Context: an optimization exercise on an open-source flow, tuned for small area, a short achievable clock period and few clock cycles. The choices shown serve that exercise and are no tape-out recipe. The clock port is modelled as an ideal driver, which makes a skipped or thinned clock tree look cheaper than it is; a real chip needs a root buffer or a tree. Power is estimated from default activity; no workload was simulated.

== job 102 ==
==> flow/design.v (excerpt) <==
module axi4_lite_slave_wrapper #(
  parameter int ADDR_WIDTH = 32,
  parameter int DATA_WIDTH = 32
)(
  input  logic                      aclk,
  input  logic                      aresetn,
  input  logic [ADDR_WIDTH-1:0]     s_axi_awaddr,
  input  logic [2:0]                s_axi_awprot,
  input  logic                      s_axi_awvalid,
  output logic                      s_axi_awready,
  input  logic [DATA_WIDTH-1:0]     s_axi_wdata,
  input  logic [DATA_WIDTH/8-1:0]   s_axi_wstrb,
  input  logic                      s_axi_wvalid,
  output logic                      s_axi_wready,
  output logic [1:0]                s_axi_bresp,
  output logic                      s_axi_bvalid,
  input  logic                      s_axi_bready,
  input  logic [ADDR_WIDTH-1:0]     s_axi_araddr,
  input  logic [2:0]                s_axi_arprot,
  input  logic                      s_axi_arvalid,
  output logic                      s_axi_arready,
  output logic [DATA_WIDTH-1:0]     s_axi_rdata,
  output logic [1:0]                s_axi_rresp,
  output logic                      s_axi_rvalid,
  input  logic                      s_axi_rready
);
Size in the first run: about 610 cells after synthesis, ~210 flip-flops, ~150 I/O pins.
==> flow/config.mk <==
export PLATFORM = sky130hd
export DESIGN_NAME = axi4_lite_slave_wrapper
export DESIGN_NICKNAME = axi4_lite_slave_wrapper
export VERILOG_FILES = /design/flow/design.v
export SDC_FILE = /design/flow/constraint.sdc
export NUM_CORES = 4
export LEC_CHECK = 0
export CAP_MARGIN = 20
export CORE_MARGIN = 2
export CORE_UTILIZATION = 40
export SETUP_SLACK_MARGIN = 1.5
export SLEW_MARGIN = 20
export TNS_END_PERCENT = 0
==> flow/constraint.sdc <==
create_clock -name core_clock -period 3.0 [get_ports {aclk}]
set_input_delay 0.6000 -clock core_clock [delete_from_list [all_inputs] [get_ports {aclk}]]
set_output_delay 0.6000 -clock core_clock [all_outputs]
set_load 0.01 [all_outputs]
standard.sh (not shown) runs the stock make flow with config.mk's settings and CLKGATE_MAP_FILE= SYNTH_SCRIPT=/design/flow/synth_recipe.tcl, a recipe that flattens the netlist after the stock synthesis.
==> flow/flow/run.sh <==
#!/bin/bash
# Standard ORFS layout, with buf_1 port buffers, resizing not tied to cell
# footprints, and a hand-built two-level clock tree (flow/cts_pre.tcl).
set -euo pipefail
cd "$(dirname "$0")/.."
export FLOW_CTS_LEAVES=16
export FLOW_CTS_LEAF=sky130_fd_sc_hd__clkbuf_8
export FLOW_CTS_ROOT=sky130_fd_sc_hd__clkbuf_16
bash standard.sh \
  "BUFFER_PORTS_ARGS=-buffer_cell sky130_fd_sc_hd__buf_1" \
  MATCH_CELL_FOOTPRINT=0 \
  "PRE_CTS_TCL=$(pwd)/flow/cts_pre.tcl" \
  finish > flow_orfs.log 2>&1
Other scripts of this flow, unchanged in this note and not shown: flow/flow/clock_tree.tcl, flow/flow/cts_pre.tcl
Job 102 ended with every stage complete and zero timing, DRC or antenna violations.
> inputs changed (job 102 -> job 105)
- a change of SETUP_SLACK_MARGIN from 1.5 to 1.4
### Flow results
- Job 105 reached the final stage; the timing, design-rule and antenna checks on its layout passed.
- Final worst-path cycle share sits lower in job 105 than in job 102.
- Looking at launching instance or port of the critical path, the s_axi_awaddr[17] result is from job 105; the s_axi_awaddr[22] one comes from job 102.
- Summary of job 105 over job 102: power saw a decrease; wire length of the first global-routing pass saw a decrease; total number of vias saw a decrease.
- Global routing usage summed across all routing layers: job 102 and job 105 compared, lower one is job 105
No functional check of the RTL was part of any run of this note. No run of this note takes its clock network from TritonCTS; it comes from the design's own scripts or RTL.

========
The RTL this note starts from:
==> flow/design.v <==
package axi_pkg;
  typedef enum logic [1:0] {
    RESP_OKAY   = 2'b00,
    RESP_EXOKAY = 2'b01,
    RESP_SLVERR = 2'b10,
    RESP_DECERR = 2'b11
  } axi_resp_t;
  localparam int NUM_REGS = 8;
  localparam logic [7:0] REG_CTRL_OFFSET     = 8'h00;
  localparam logic [7:0] REG_STATUS_OFFSET   = 8'h04;
  localparam logic [7:0] REG_DATA_TX_OFFSET  = 8'h08;
  localparam logic [7:0] REG_DATA_RX_OFFSET  = 8'h0C;
  localparam logic [7:0] REG_IRQ_EN_OFFSET   = 8'h10;
  localparam logic [7:0] REG_IRQ_STAT_OFFSET = 8'h14;
  localparam logic [7:0] REG_SCRATCH_OFFSET  = 8'h18;
  localparam logic [7:0] REG_VERSION_OFFSET  = 8'h1C;
  localparam int REG_CTRL     = 0;
  localparam int REG_STATUS   = 1;
  localparam int REG_DATA_TX  = 2;
  localparam int REG_DATA_RX  = 3;
  localparam int REG_IRQ_EN   = 4;
  localparam int REG_IRQ_STAT = 5;
  localparam int REG_SCRATCH  = 6;
  localparam int REG_VERSION  = 7;
  localparam logic [31:0] IP_VERSION = 32'h0001_0000;
endpackage
module axi4_lite_slave #(
  parameter int ADDR_WIDTH = 32,
  parameter int DATA_WIDTH = 32
)(
  input  logic                    aclk,
  input  logic                    aresetn,
  input  logic [ADDR_WIDTH-1:0]   awaddr,
  input  logic [2:0]              awprot,
  input  logic                    awvalid,
  output logic                    awready,
  input  logic [DATA_WIDTH-1:0]   wdata,
  input  logic [DATA_WIDTH/8-1:0] wstrb,
  input  logic                    wvalid,
  output logic                    wready,
  output logic [1:0]              bresp,
  output logic                    bvalid,
  input  logic                    bready,
  input  logic [ADDR_WIDTH-1:0]   araddr,
  input  logic [2:0]              arprot,
  input  logic                    arvalid,
  output logic                    arready,
  output logic [DATA_WIDTH-1:0]   rdata,
  output logic [1:0]              rresp,
  output logic                    rvalid,
  input  logic                    rready
);
  logic [31:0] reg_ctrl;
  logic [31:0] reg_data_tx;
  logic [31:0] reg_irq_en;
  logic [31:0] reg_scratch;
  logic       aw_v0;                  
  logic       aw_v1;                  
  logic       w_blk;                  
  logic       b_idle;                 
  logic       awready_q, wready_q;    
  logic [3:0] w_arm;                  
  logic [4:0] aw_e0, aw_e1;
  logic       b_v, b_err;             
  logic       bs_v, bs_err;           
  assign awready = awready_q;
  assign wready  = wready_q;
  wire aw_fire = awvalid & ~aw_v1;
  wire w_fire  = wvalid & ~w_blk;
  wire       aw_ok_in = (awaddr[31:5] == 27'd0);
  wire [4:0] aw_e_in  = {~aw_ok_in,
                         aw_ok_in & (awaddr[4:2] == 3'd6),
                         aw_ok_in & (awaddr[4:2] == 3'd4),
                         aw_ok_in & (awaddr[4:2] == 3'd2),
                         aw_ok_in & (awaddr[4:2] == 3'd0)};
  logic aw_v0_d, aw_v1_d, bs_v_d;
  logic [4:0] aw_e0_d;
  assign aw_e0_d = (w_fire | ~aw_v0) ? (aw_v1 ? aw_e1 : aw_e_in) : aw_e0;
  always_comb begin
    aw_v0_d = aw_v0;
    aw_v1_d = aw_v1;
    if (w_fire) begin
      aw_v0_d = aw_v1 | aw_fire;
      aw_v1_d = 1'b0;
    end else if (aw_fire) begin
      aw_v0_d = 1'b1;
      aw_v1_d = aw_v0;
    end
  end
  wire b_free = b_idle | bready;      
  assign bs_v_d = b_free ? 1'b0 : (bs_v | w_fire);
  always_ff @(posedge aclk or negedge aresetn) begin
    if (!aresetn) begin
      aw_v0     <= 1'b0;
      aw_v1     <= 1'b0;
      w_blk     <= 1'b1;
      w_arm     <= 4'd0;
      awready_q <= 1'b1;
      wready_q  <= 1'b0;
      b_v  <= 1'b0; b_idle <= 1'b1; b_err <= 1'b0;
      bs_v <= 1'b0; bs_err <= 1'b0;
    end else begin
      aw_v0     <= aw_v0_d;
      aw_v1     <= aw_v1_d;
      w_blk     <= ~(aw_v0_d & ~bs_v_d);
      w_arm     <= {4{aw_v0_d & ~bs_v_d}} & aw_e0_d[3:0];
      awready_q <= ~aw_v1_d;
      wready_q  <= aw_v0_d & ~bs_v_d;
      bs_v      <= bs_v_d;
      if (b_free) begin
        b_v    <= bs_v | w_fire;
        b_idle <= ~(bs_v | w_fire);
        b_err <= bs_v ? bs_err : aw_e0[4];
      end else if (w_fire) begin
        bs_err <= aw_e0[4];
      end
    end
  end
  always_ff @(posedge aclk) begin
    aw_e0 <= aw_e0_d;
    if (~aw_v1)          aw_e1 <= aw_e_in;
  end
  assign bvalid = b_v;
  assign bresp  = {b_err, 1'b0};
  always_ff @(posedge aclk or negedge aresetn) begin
    if (!aresetn) begin
      reg_ctrl    <= '0;
      reg_data_tx <= '0;
      reg_irq_en  <= '0;
      reg_scratch <= '0;
    end else begin
      for (int b = 0; b < 4; b++) begin
        if (wvalid && wstrb[b]) begin
          if (w_arm[0]) reg_ctrl[b*8 +: 8]    <= wdata[b*8 +: 8];
          if (w_arm[1]) reg_data_tx[b*8 +: 8] <= wdata[b*8 +: 8];
          if (w_arm[2]) reg_irq_en[b*8 +: 8]  <= wdata[b*8 +: 8];
          if (w_arm[3]) reg_scratch[b*8 +: 8] <= wdata[b*8 +: 8];
        end
      end
    end
  end
  logic        ar_v0;                 
  logic        ar_v1;                 
  logic        arready_q;             
  logic        r_idle;                
  logic [6:0]  ar_s0;
  logic        ar_ok1;
  logic [2:0]  ar_idx1;
  logic        r_v, r_err;            
  logic [31:0] r_data;
  assign arready = arready_q;
  function automatic logic [6:0] rd_sel(input logic ok, input logic [2:0] idx);
    rd_sel = {~ok,
              ok & (idx == 3'd7),
              ok & (idx == 3'd6),
              ok & (idx == 3'd4),
              ok & (idx[2:1] == 2'd1),
              ok & (idx == 3'd1),
              ok & (idx == 3'd0)};
  endfunction
  wire ar_fire = arvalid & ~ar_v1;
  wire r_load  = r_idle | rready;
  wire ar_pop  = r_load & ar_v0;
  wire ar_ok_in = (araddr[31:5] == 27'd0);
  always_ff @(posedge aclk or negedge aresetn) begin
    if (!aresetn) begin
      ar_v0     <= 1'b0;
      ar_v1     <= 1'b0;
      arready_q <= 1'b1;
      r_v       <= 1'b0;
      r_idle    <= 1'b1;
      r_err     <= 1'b0;
    end else begin
      if (ar_pop) begin
        ar_v0     <= ar_v1 | ar_fire;
        ar_v1     <= 1'b0;
        arready_q <= 1'b1;
      end else if (ar_fire) begin
        ar_v0     <= 1'b1;
        ar_v1     <= ar_v0;
        arready_q <= ~ar_v0;
      end
      if (r_load) begin
        r_v    <= ar_v0;
        r_idle <= ~ar_v0;
        r_err <= ar_s0[6];
      end
    end
  end
  always_ff @(posedge aclk) begin
    if (ar_pop | ~ar_v0) ar_s0 <= ar_v1 ? rd_sel(ar_ok1, ar_idx1) : rd_sel(ar_ok_in, araddr[4:2]);
    if (~ar_v1) begin
      ar_ok1  <= ar_ok_in;
      ar_idx1 <= araddr[4:2];
    end
    if (r_load)
      r_data <= ({32{ar_s0[0]}} & reg_ctrl)
              | ({32{ar_s0[1]}} & {31'd0, reg_ctrl[0]})
              | ({32{ar_s0[2]}} & reg_data_tx)
              | ({32{ar_s0[3]}} & reg_irq_en)
              | ({32{ar_s0[4]}} & reg_scratch)
              | ({32{ar_s0[5]}} & axi_pkg::IP_VERSION)
              | ({32{ar_s0[6]}} & 32'hDEADBEEF);
  end
  assign rvalid = r_v;
  assign rdata  = r_data;
  assign rresp  = {r_err, 1'b0};
endmodule
module axi4_lite_slave_wrapper #(
  parameter int ADDR_WIDTH = 32,
  parameter int DATA_WIDTH = 32
)(
  input  logic                      aclk,
  input  logic                      aresetn,
  input  logic [ADDR_WIDTH-1:0]     s_axi_awaddr,
  input  logic [2:0]                s_axi_awprot,
  input  logic                      s_axi_awvalid,
  output logic                      s_axi_awready,
  input  logic [DATA_WIDTH-1:0]     s_axi_wdata,
  input  logic [DATA_WIDTH/8-1:0]   s_axi_wstrb,
  input  logic                      s_axi_wvalid,
  output logic                      s_axi_wready,
  output logic [1:0]                s_axi_bresp,
  output logic                      s_axi_bvalid,
  input  logic                      s_axi_bready,
  input  logic [ADDR_WIDTH-1:0]     s_axi_araddr,
  input  logic [2:0]                s_axi_arprot,
  input  logic                      s_axi_arvalid,
  output logic                      s_axi_arready,
  output logic [DATA_WIDTH-1:0]     s_axi_rdata,
  output logic [1:0]                s_axi_rresp,
  output logic                      s_axi_rvalid,
  input  logic                      s_axi_rready
);
  axi4_lite_slave #(
    .ADDR_WIDTH (ADDR_WIDTH),
    .DATA_WIDTH (DATA_WIDTH)
  ) u_slave (
    .aclk    (aclk),           .aresetn (aresetn),
    .awaddr  (s_axi_awaddr),   .awprot  (s_axi_awprot),
    .awvalid (s_axi_awvalid),  .awready (s_axi_awready),
    .wdata   (s_axi_wdata),    .wstrb   (s_axi_wstrb),
    .wvalid  (s_axi_wvalid),   .wready  (s_axi_wready),
    .bresp   (s_axi_bresp),    .bvalid  (s_axi_bvalid),
    .bready  (s_axi_bready),
    .araddr  (s_axi_araddr),   .arprot  (s_axi_arprot),
    .arvalid (s_axi_arvalid),  .arready (s_axi_arready),
    .rdata   (s_axi_rdata),    .rresp   (s_axi_rresp),
    .rvalid  (s_axi_rvalid),   .rready  (s_axi_rready)
  );
endmodule
Settings: LEC_CHECK=0, CAP_MARGIN=20, CORE_MARGIN=2, CORE_UTILIZATION=40, SLEW_MARGIN=20; clock period 3.0 ns.
==> flow/flow/run.sh <==
#!/bin/bash
# Standard ORFS layout, with buf_1 port buffers and resizing not tied to cell footprints.
set -euo pipefail
cd "$(dirname "$0")/.."
bash standard.sh \
  "BUFFER_PORTS_ARGS=-buffer_cell sky130_fd_sc_hd__buf_1" \
  MATCH_CELL_FOOTPRINT=0 \
  finish > flow_orfs.log 2>&1
Change:
--- a/flow/config.mk
+++ b/flow/config.mk
@@ -10,0 +11 @@
+export SETUP_SLACK_MARGIN = 1.4
@@ -11,0 +13 @@
+export TNS_END_PERCENT = 0
After rerunning: The new run completed with no timing, DRC or antenna violations; power goes up by 0.51%; utilization goes up by 0.37 points; wire length goes down by 1.0%; worst hold slack improves by 0.048 ns; die area is unchanged; count of clock-buffer cells in the layout goes up by 7; sequential share of layout area goes down by 0.42 points; synthesized cell count does not change; worst setup slack improves by 0.22 ns; register-to-register slack improves by 0.24 ns.
No functional check of the RTL was part of any run of this note.

========
## exp/fjord
Another version of the RTL of axi4_lite_slave_wrapper (not shown whole).
For scale: ~150 I/O pins, about 7800 um^2 of cells after synthesis.
Settings: LEC_CHECK=0, CAP_MARGIN=20, CORE_MARGIN=2, CORE_UTILIZATION=40, SETUP_SLACK_MARGIN=1.5, SLEW_MARGIN=20; clock period 3.0 ns.
Scripts as last shown in full above: flow/flow/run.sh
exp/fjord: PASS, flow complete, no timing, DRC or antenna violations
Relative to exp/fjord, the following input files were edited for exp/tundra:
diff --git a/flow/config.mk b/flow/config.mk
--- a/flow/config.mk
+++ b/flow/config.mk
@@ -10,3 +10,3 @@
 export CORE_UTILIZATION = 40
-export SETUP_SLACK_MARGIN = 1.5
+export SETUP_SLACK_MARGIN = 1.0
 export SLEW_MARGIN = 20
Delta (exp/tundra minus exp/fjord): via count lost 179, clock tree skew after final layout went up 5.9 ps, post-route core utilization decreased by 6.5 points relative to the old numbers, final instance area shrank by 1200 um^2. Number of buffers added for setup after CTS is lower on exp/tundra. Final-layout worst hold slack in exp/tundra vs exp/fjord: down 34 ps. exp/tundra completed; timing, DRC and antenna clean. exp/fjord → exp/tundra: power now sits higher; final instance count without filler cells now sits lower. The run with more setup slack is exp/fjord; exp/tundra has less. exp/tundra reports its most common cell after layout, fill and taps aside as sky130_fd_sc_hd__buf_1 while exp/fjord reports sky130_fd_sc_hd__dfrtp_1.
#### Input delta (exp/garnet over exp/tundra)
diff --git a/flow/config.mk b/flow/config.mk
--- a/flow/config.mk
+++ b/flow/config.mk
@@ -10,3 +10,2 @@
 export CORE_UTILIZATION = 40
-export SETUP_SLACK_MARGIN = 1.0
 export SLEW_MARGIN = 20
==> run notes <==
The run showing the smaller depth of the worst register-to-register path is exp/garnet. When exp/garnet is measured against exp/tundra, its number of signal-net buffers in the layout turns out 10 lower. For combinational power, dividing the value from exp/tundra by the value from exp/garnet gives 1.12.
No run of this note included a check of the RTL's function; only the layout flow was run.

========
Another version of the RTL of axi4_lite_slave_wrapper (not shown whole).
Size: roughly 570 cells after synthesis, ~200 flip-flops, roughly 150 I/O pins.
// axi4_lite_slave_wrapper
module axi4_lite_slave_wrapper #(
  parameter int ADDR_WIDTH = 32,
  parameter int DATA_WIDTH = 32
)(
  input  logic                      aclk,
  input  logic                      aresetn,
  input  logic [ADDR_WIDTH-1:0]     s_axi_awaddr,
  input  logic [2:0]                s_axi_awprot,
  input  logic                      s_axi_awvalid,
  output logic                      s_axi_awready,
  input  logic [DATA_WIDTH-1:0]     s_axi_wdata,
  input  logic [DATA_WIDTH/8-1:0]   s_axi_wstrb,
  input  logic                      s_axi_wvalid,
  output logic                      s_axi_wready,
  output logic [1:0]                s_axi_bresp,
  output logic                      s_axi_bvalid,
  input  logic                      s_axi_bready,
  input  logic [ADDR_WIDTH-1:0]     s_axi_araddr,
  input  logic [2:0]                s_axi_arprot,
  input  logic                      s_axi_arvalid,
  output logic                      s_axi_arready,
  output logic [DATA_WIDTH-1:0]     s_axi_rdata,
  output logic [1:0]                s_axi_rresp,
  output logic                      s_axi_rvalid,
  input  logic                      s_axi_rready
);
clock: 3.0 ns
lec_check: 0
cap_margin: 20
core_margin: 2
core_utilization: 40
setup_slack_margin: 1.0
slew_margin: 20
Scripts as last shown in full above: flow/flow/run.sh
Change:
SETUP_SLACK_MARGIN = 0.5   (was 1.0)
- The new run finished with timing, DRC and antenna clean
- routed wire length stays the same
- cell count does not change
- area after synthesis is unchanged
- register-to-register slack is about the same
- cell area does not change
- worst setup slack stays the same
No run of this note included a check of the RTL's function; only the layout flow was run.

## port drivers added, routing unchanged
In the flow no input, the clock included, has a driving cell. The finished layouts below were timed again as built, in two steps. Step 1, drivers: a clkbuf_16 drives aclk and a buf_2 each remaining input, both assumed. Step 2 times the ports against the registers' clock, not the clock port: input delays grow and output delays shrink by t, the midpoint of the rising clock arrivals with the driver on. Three values: ideal, step 1, step 2; two values: the first two.
run | t (ns) | setup slack, ns | worst setup path at the end
job 102 | 0.446 | 1.328 / 1.353 / 0.907 | input to register
job 105 | 0.447 | 1.345 / 1.368 / 0.921 | input to register
the first run of note 2 | 0.522 | 1.028 / 1.028 / 0.772 | input to register
the second run of note 2 | 0.527 | 1.244 / 1.200 / 0.967 | input to register
exp/fjord | 0.475 | 0.994 / 0.994 / 0.758 | input to register
exp/tundra | 0.465 | 0.974 / 0.974 / 0.713 | input to register
exp/garnet | 0.469 | 0.525 / 0.525 / 0.513 | input to register
the first run of note 4 | 0.474 | 1.121 / 1.121 / 0.692 | input to register
the second run of note 4 | 0.474 | 1.121 / 1.121 / 0.692 | input to register
After both steps every run listed still meets setup and hold.
